This is an optimization exercise on Yosys and OpenROAD, whose aim is small area and a short achievable clock period, not a production implementation.
RTL that was checked went through simulation tests only; none was proved equivalent to the original.
Power is estimated from default activity; no workload was simulated.

==> umber <==
Design cpu, start of the top module:
module cpu(clk, reset, pc_out, alu_out, instruction, DataMemOut, MemWrite, MemWriteData);
==> module cpu, before the edit <==
module cpu(clk, reset, pc_out, alu_out, instruction, DataMemOut, MemWrite, MemWriteData);
    input  logic        clk;
    input  logic        reset;
    output logic [8:0]  pc_out;
    output logic [15:0] alu_out;
    input  logic [15:0] instruction;
    input  logic [15:0] DataMemOut;
    output logic        MemWrite;
    output logic [15:0] MemWriteData;
    logic [15:0] i;
    assign i = instruction;
    logic op000, op010, op100, op110, op111;
    logic is_lw, is_sw, is_beqz, is_bnez, is_add, is_srai, is_and, is_or, is_xor;
    logic is_andi, is_addi, is_slli, is_nop;
    assign op000 = i[15:13] == 3'b000;
    assign op010 = i[15:13] == 3'b010;
    assign op100 = i[15:13] == 3'b100;
    assign op110 = i[15:13] == 3'b110;
    assign op111 = i[15:13] == 3'b111;
    assign is_lw   = op010;
    assign is_sw   = op110 & (i[1:0] == 2'b00);
    assign is_beqz = op110 & (i[1:0] == 2'b01);
    assign is_bnez = op111;
    assign is_add  = op100 & (i[11:10] == 2'b01) & (i[1:0] == 2'b10);
    assign is_srai = op100 & (i[11:10] == 2'b01) & (i[1:0] == 2'b01);
    assign is_and  = op100 & (i[11:10] == 2'b11) & (i[6:5] == 2'b11);
    assign is_or   = op100 & (i[11:10] == 2'b11) & (i[6:5] == 2'b10);
    assign is_xor  = op100 & (i[11:10] == 2'b11) & (i[6:5] == 2'b01);
    assign is_andi = op100 & (i[11:10] == 2'b10);
    assign is_addi = op000 & (i[1:0] == 2'b01);
    assign is_slli = op000 & (i[1:0] == 2'b10);
    assign is_nop  = ~(is_lw | is_sw | is_beqz | is_bnez | is_add | is_srai | is_and |
                       is_or | is_xor | is_andi | is_addi | is_slli);
    logic [15:0] R [0:7];
    logic [15:0] A, B;
    assign A = R[i[9:7]];
    assign B = R[i[4:2]];
    logic [15:0] imm, bop;
    always_comb begin
        if (is_lw | is_sw)
            imm = {{9{i[5]}}, i[5], i[12], i[11:10], i[6], 2'b00};
        else if (is_andi)
            imm = {10'b0, i[12], i[6:5], i[4:2]};
        else
            imm = {{10{i[12]}}, i[12], i[6:5], i[4:2]};
    end
    assign bop = (is_add | is_and | is_or | is_xor) ? B : imm;
    logic [15:0] sum, andr, orr, xorr;
    assign sum  = A + bop;
    assign andr = A & bop;
    assign orr  = A | bop;
    assign xorr = A ^ bop;
    logic [15:0] arev, sx, shr, shrrev;
    logic        fill, big;
    always_comb for (int k = 0; k < 16; k++) arev[k] = A[15-k];
    assign sx   = is_slli ? arev : A;
    assign fill = is_srai & A[15];
    assign shr  = 16'({{16{fill}}, sx} >> i[5:2]);
    always_comb for (int k = 0; k < 16; k++) shrrev[k] = shr[15-k];
    assign big  = i[12] | i[6];
    always_comb begin
        alu_out = 16'b0;
        if (is_lw | is_sw | is_add | is_addi) alu_out = sum;
        if (is_and | is_andi) alu_out = andr;
        if (is_or)  alu_out = orr;
        if (is_xor) alu_out = xorr;
        if (is_srai) alu_out = big ? {16{A[15]}} : shr;
        if (is_slli) alu_out = big ? 16'b0 : shrrev;
        if (is_nop) alu_out = {R[0][14:0], 1'b0};
    end
    logic        we;
    logic [2:0]  wa;
    logic [15:0] wd;
    assign we = is_lw | is_add | is_addi | is_and | is_andi | is_or | is_xor | is_srai | is_slli;
    assign wa = is_lw ? i[4:2] : i[9:7];
    assign wd = is_lw ? DataMemOut : alu_out;
    always_ff @(posedge clk or posedge reset) begin
        if (reset) begin
            for (int k = 0; k < 8; k++) R[k] <= 16'b0;
        end else if (we) begin
            R[wa] <= wd;
        end
    end
    logic       take;
    logic [8:0] off;
    assign off  = {i[12], i[12], i[6:5], i[2], i[11:10], i[4:3]};
    assign take = (is_beqz & (A == 16'b0)) | (is_bnez & (A != 16'b0));
    always_ff @(posedge clk or posedge reset) begin
        if (reset)
            pc_out <= 9'b0;
        else
            pc_out <= pc_out + (take ? off : 9'd1);
    end
    assign MemWrite     = is_sw;
    assign MemWriteData = B;
endmodule
clock: 11.0 ns
lec_check: 0
cap_margin: 20
core_margin: 2
core_utilization: 40
slew_margin: 20
run.sh (not shown) runs the stock make flow with config.mk's settings and CLKGATE_MAP_FILE= SYNTH_SCRIPT=/design/flow/synth_recipe.tcl, a recipe that flattens the netlist after the stock synthesis.
==> pepper (differences from umber) <==
--- a/flow/design.v
+++ b/flow/design.v
@@ -1,2 +1,64 @@
+`timescale 1ns / 1ps
+module alu_add(a, b, p, g, sum);
+    input  logic [15:0] a, b;
+    output logic [15:0] p, g, sum;
+    logic [15:0] G1, P1, G2, P2, G3, P3, G4;
+    assign p = a ^ b;
+    assign g = a & b;
+    always_comb begin
+        for (int k = 0; k < 16; k++) begin
+            if (k % 2 == 1) begin G1[k] = g[k] | (p[k] & g[k-1]); P1[k] = p[k] & p[k-1]; end
+            else            begin G1[k] = g[k];                    P1[k] = p[k]; end
+        end
+        for (int k = 0; k < 16; k++) begin
+            if (k % 4 >= 2) begin G2[k] = G1[k] | (P1[k] & G1[(k/4)*4+1]); P2[k] = P1[k] & P1[(k/4)*4+1]; end
+            else            begin G2[k] = G1[k];                           P2[k] = P1[k]; end
+        end
+        for (int k = 0; k < 16; k++) begin
+            if (k % 8 >= 4) begin G3[k] = G2[k] | (P2[k] & G2[(k/8)*8+3]); P3[k] = P2[k] & P2[(k/8)*8+3]; end
+            else            begin G3[k] = G2[k];                           P3[k] = P2[k]; end
+        end
+        for (int k = 0; k < 16; k++) begin
+            if (k >= 8) G4[k] = G3[k] | (P3[k] & G3[7]);
+            else        G4[k] = G3[k];
+        end
+        sum[0] = p[0];
+        for (int k = 1; k < 16; k++) sum[k] = p[k] ^ G4[k-1];
+    end
+endmodule
+module alu_shift(x, fill, amt, y);
+    input  logic [15:0] x;
+    input  logic        fill;
+    input  logic [3:0]  amt;
+    output logic [15:0] y;
+    assign y = 16'({{16{fill}}, x} >> amt);
+endmodule
+`timescale 1ns / 1ps
+module dec3to8(a, y);
+    input  logic [2:0] a;
+    output logic [7:0] y;
+    always_comb for (int k = 0; k < 8; k++) y[k] = (a == 3'(k));
+endmodule
+`timescale 1ns / 1ps
+module pc_next(pc, take, off, nxt);
+    input  logic [8:0] pc, off;
+    input  logic       take;
+    output logic [8:0] nxt;
+    assign nxt = pc + (take ? off : 9'd1);
+endmodule
+`timescale 1ns / 1ps
+module rf_wmux(sel, nsel, wd, q, d);
+    input  logic        sel, nsel;
+    input  logic [15:0] wd, q;
+    output logic [15:0] d;
+    assign d = ({16{sel}} & wd) | ({16{nsel}} & q);
+endmodule
+module rf_rdport(s, r0, r1, r2, r3, r4, r5, r6, r7, y);
+    input  logic [7:0]  s;
+    input  logic [15:0] r0, r1, r2, r3, r4, r5, r6, r7;
+    output logic [15:0] y;
+    assign y = ({16{s[0]}} & r0) | ({16{s[1]}} & r1) | ({16{s[2]}} & r2) | ({16{s[3]}} & r3) |
+               ({16{s[4]}} & r4) | ({16{s[5]}} & r5) | ({16{s[6]}} & r6) | ({16{s[7]}} & r7);
+endmodule
 `timescale 1ns / 1ps
 module cpu(clk, reset, pc_out, alu_out, instruction, DataMemOut, MemWrite, MemWriteData);
@@ -35,6 +97,11 @@
     logic [15:0] R [0:7];
     logic [15:0] A, B;
-    assign A = R[i[9:7]];
-    assign B = R[i[4:2]];
+    logic [7:0]  sa, sb;
+    dec3to8 deca(.a(i[9:7]), .y(sa));
+    dec3to8 decb(.a(i[4:2]), .y(sb));
+    rf_rdport rpa(.s(sa), .r0(R[0]), .r1(R[1]), .r2(R[2]), .r3(R[3]),
+                  .r4(R[4]), .r5(R[5]), .r6(R[6]), .r7(R[7]), .y(A));
+    rf_rdport rpb(.s(sb), .r0(R[0]), .r1(R[1]), .r2(R[2]), .r3(R[3]),
+                  .r4(R[4]), .r5(R[5]), .r6(R[6]), .r7(R[7]), .y(B));
     logic [15:0] imm, bop;
     always_comb begin
@@ -47,49 +114,53 @@
     end
     assign bop = (is_add | is_and | is_or | is_xor) ? B : imm;
-    logic [15:0] sum, andr, orr, xorr;
-    assign sum  = A + bop;
-    assign andr = A & bop;
-    assign orr  = A | bop;
-    assign xorr = A ^ bop;
+    logic [15:0] p, g, sum;
+    alu_add adder(.a(A), .b(bop), .p(p), .g(g), .sum(sum));
     logic [15:0] arev, sx, shr, shrrev;
-    logic        fill, big;
+    logic        big;
     always_comb for (int k = 0; k < 16; k++) arev[k] = A[15-k];
-    assign sx   = is_slli ? arev : A;
-    assign fill = is_srai & A[15];
-    assign shr  = 16'({{16{fill}}, sx} >> i[5:2]);
+    assign sx  = is_slli ? arev : A;
+    alu_shift shifter(.x(sx), .fill(is_srai & A[15]), .amt(i[5:2]), .y(shr));
     always_comb for (int k = 0; k < 16; k++) shrrev[k] = shr[15-k];
-    assign big  = i[12] | i[6];
-    always_comb begin
-        alu_out = 16'b0;
-        if (is_lw | is_sw | is_add | is_addi) alu_out = sum;
-        if (is_and | is_andi) alu_out = andr;
-        if (is_or)  alu_out = orr;
-        if (is_xor) alu_out = xorr;
-        if (is_srai) alu_out = big ? {16{A[15]}} : shr;
-        if (is_slli) alu_out = big ? 16'b0 : shrrev;
-        if (is_nop) alu_out = {R[0][14:0], 1'b0};
-    end
+    assign big = i[12] | i[6];
+    logic s_sum, s_g, s_p, s_shr, s_shl, s_nop, fbig;
+    assign s_sum = is_lw | is_sw | is_add | is_addi;
+    assign s_g   = is_and | is_andi | is_or;
+    assign s_p   = is_xor | is_or;
+    assign s_shr = is_srai & ~big;
+    assign s_shl = is_slli & ~big;
+    assign s_nop = is_nop;
+    assign fbig  = is_srai & big & A[15];
+    assign alu_out = ({16{s_sum}} & sum) | ({16{s_g}} & g) | ({16{s_p}} & p) |
+                     ({16{s_shr}} & shr) | ({16{s_shl}} & shrrev) |
+                     ({16{s_nop}} & {R[0][14:0], 1'b0}) | {16{fbig}};
     logic        we;
     logic [2:0]  wa;
+    logic [7:0]  ws;
     logic [15:0] wd;
     assign we = is_lw | is_add | is_addi | is_and | is_andi | is_or | is_xor | is_srai | is_slli;
     assign wa = is_lw ? i[4:2] : i[9:7];
+    dec3to8 decw(.a(wa), .y(ws));
     assign wd = is_lw ? DataMemOut : alu_out;
+    logic [15:0] D [0:7];
+    for (genvar k = 0; k < 8; k++) begin : g_wr
+        rf_wmux wm(.sel(we & ws[k]), .nsel(~(we & ws[k])), .wd(wd), .q(R[k]), .d(D[k]));
+    end
     always_ff @(posedge clk or posedge reset) begin
         if (reset) begin
             for (int k = 0; k < 8; k++) R[k] <= 16'b0;
-        end else if (we) begin
-            R[wa] <= wd;
+        end else begin
+            for (int k = 0; k < 8; k++) R[k] <= D[k];
         end
     end
     logic       take;
-    logic [8:0] off;
+    logic [8:0] off, pcn;
     assign off  = {i[12], i[12], i[6:5], i[2], i[11:10], i[4:3]};
     assign take = (is_beqz & (A == 16'b0)) | (is_bnez & (A != 16'b0));
+    pc_next pcu(.pc(pc_out), .take(take), .off(off), .nxt(pcn));
     always_ff @(posedge clk or posedge reset) begin
         if (reset)
             pc_out <= 9'b0;
         else
-            pc_out <= pc_out + (take ? off : 9'd1);
+            pc_out <= pcn;
     end
     assign MemWrite     = is_sw;
==> flow/flow/run.sh (new file) <==
#!/bin/bash
# Own layout flow: the standard ORFS flow with two changes:
#  - synthesis maps logic with an area-oriented ABC script (flow/abc.script)
#  - ports are buffered with a plain buffer cell instead of a delay buffer
set -euo pipefail
W=$PWD
rm -rf "$W/scripts_local"
cp -r "$FLOW_HOME/scripts" "$W/scripts_local"
cp "$W/flow/abc.script" "$W/scripts_local/abc_area.script"
cp "$W/flow/abc.script" "$W/scripts_local/abc_speed.script"
export BUFFER_PORTS_ARGS="-buffer_cell sky130_fd_sc_hd__buf_2"
bash "$W/standard.sh" SCRIPTS_DIR="$W/scripts_local" finish > "$W/make_finish.log" 2>&1
==> flow/flow/abc.script (new file) <==
strash
dch -f
map -a
topo
==> flow/standard.sh (new file) <==
#!/bin/bash
# synth_recipe.tcl (not shown) runs the flow's synth.tcl, then flattens the netlist and writes it again
# the make line also repeats each setting of config.mk as NAME=value (left out here)
make -C /OpenROAD-flow-scripts/flow DESIGN_CONFIG=/design/flow/config.mk WORK_HOME=/design/flow/orfs CLKGATE_MAP_FILE= SYNTH_SCRIPT=/design/flow/synth_recipe.tcl "${@:-finish}"
--- a/flow/config.mk
+++ b/flow/config.mk
@@ -6,4 +6,5 @@
 export NUM_CORES = 4
 export LEC_CHECK = 0
+export ABC_AREA = 1
 export CAP_MARGIN = 20
 export CORE_MARGIN = 2
removed: flow/run.sh
==> qor summary <==
| metric | pepper | umber |
|---|---|---|
| Compound-gate portion of the synthesized area | 0.269 | 0.335 |
| Clock skew after layout | 0.0126 ns | 0.0196 ns |
| Antenna violations before repair | 0 | 1 |
| Final routed wire length divided by cell count | 23.0 um | 29.0 um |
| Non-CTS inverters | 153 | 62 |
| Post-layout net count | 1396 | 1640 |
| Combinational group power | 827 uW | 1210 uW |
| Mux cell area share after synthesis | 0.0245 | 0.0842 |
| Metal2 WL | 16.1 mm | 25.2 mm |
| Vias in the first global route | 9252 | 12600 |
| Seq. pwr | 812 uW | 878 uW |
| Fraction of area in multi-input gates | 0.474 | 0.572 |
| Critical path data arrival time | 7.51 ns | 8.00 ns |
| Status | finished clean | finished clean |
| Internal power | 1260 uW | 1530 uW |
| Met3 routing resource usage after global routing | 0.0738 | 0.0735 |
| Max stage delay cell, worst path | a221oi_1 | clkdlybuf4s50_1 |
| Fin util | 0.483 | 0.467 |
| Final design instance area without fill | 10600 um^2 | 13900 um^2 |
| Final Hold Slack | 0.494 ns | 0.502 ns |
| Final worst-path setup slack | 1.29 ns | 0.799 ns |
| Portion of the layout cell area used by non-clock buffers | 0.0619 | 0.0847 |
| Leakage | 0.00451 uW | 0.00568 uW |
| Post-Synth Simple-Gate Area | 0.205 | 0.184 |
| Maximum single-stage delay on the critical path | 0.64 ns | 0.98 ns |
For pepper, only the layout was checked, not whether the RTL still works.

port drivers added, routing unchanged:
In the flow no input, the clock included, has a driving cell. The finished layouts below were timed again as built, in two steps.
Step 1, drivers: a clkbuf_16 drives clk and a buf_2 each remaining input, both assumed.
Step 2 also shifts input and output timing later by t, the mid clock arrival at the registers, as if the neighbouring blocks saw the same clock.
a / b / c = ideal / step 1 / step 2; a / b = the first two.
| run | t (ns) | slack for setup (ns) | clock arrival spread, ns |
|---|---|---|---|
| umber | 0.490 | 0.799 / 0.774 / 0.774 | 0.019 / 0.020 |
| pepper | 0.481 | 1.289 / 1.256 / 1.256 | 0.013 / 0.013 |
After both steps setup and hold are still met in every run listed. For pepper, which loses most, drivers alone change the setup slack by -0.033 ns; drivers and shift together by -0.033 ns.
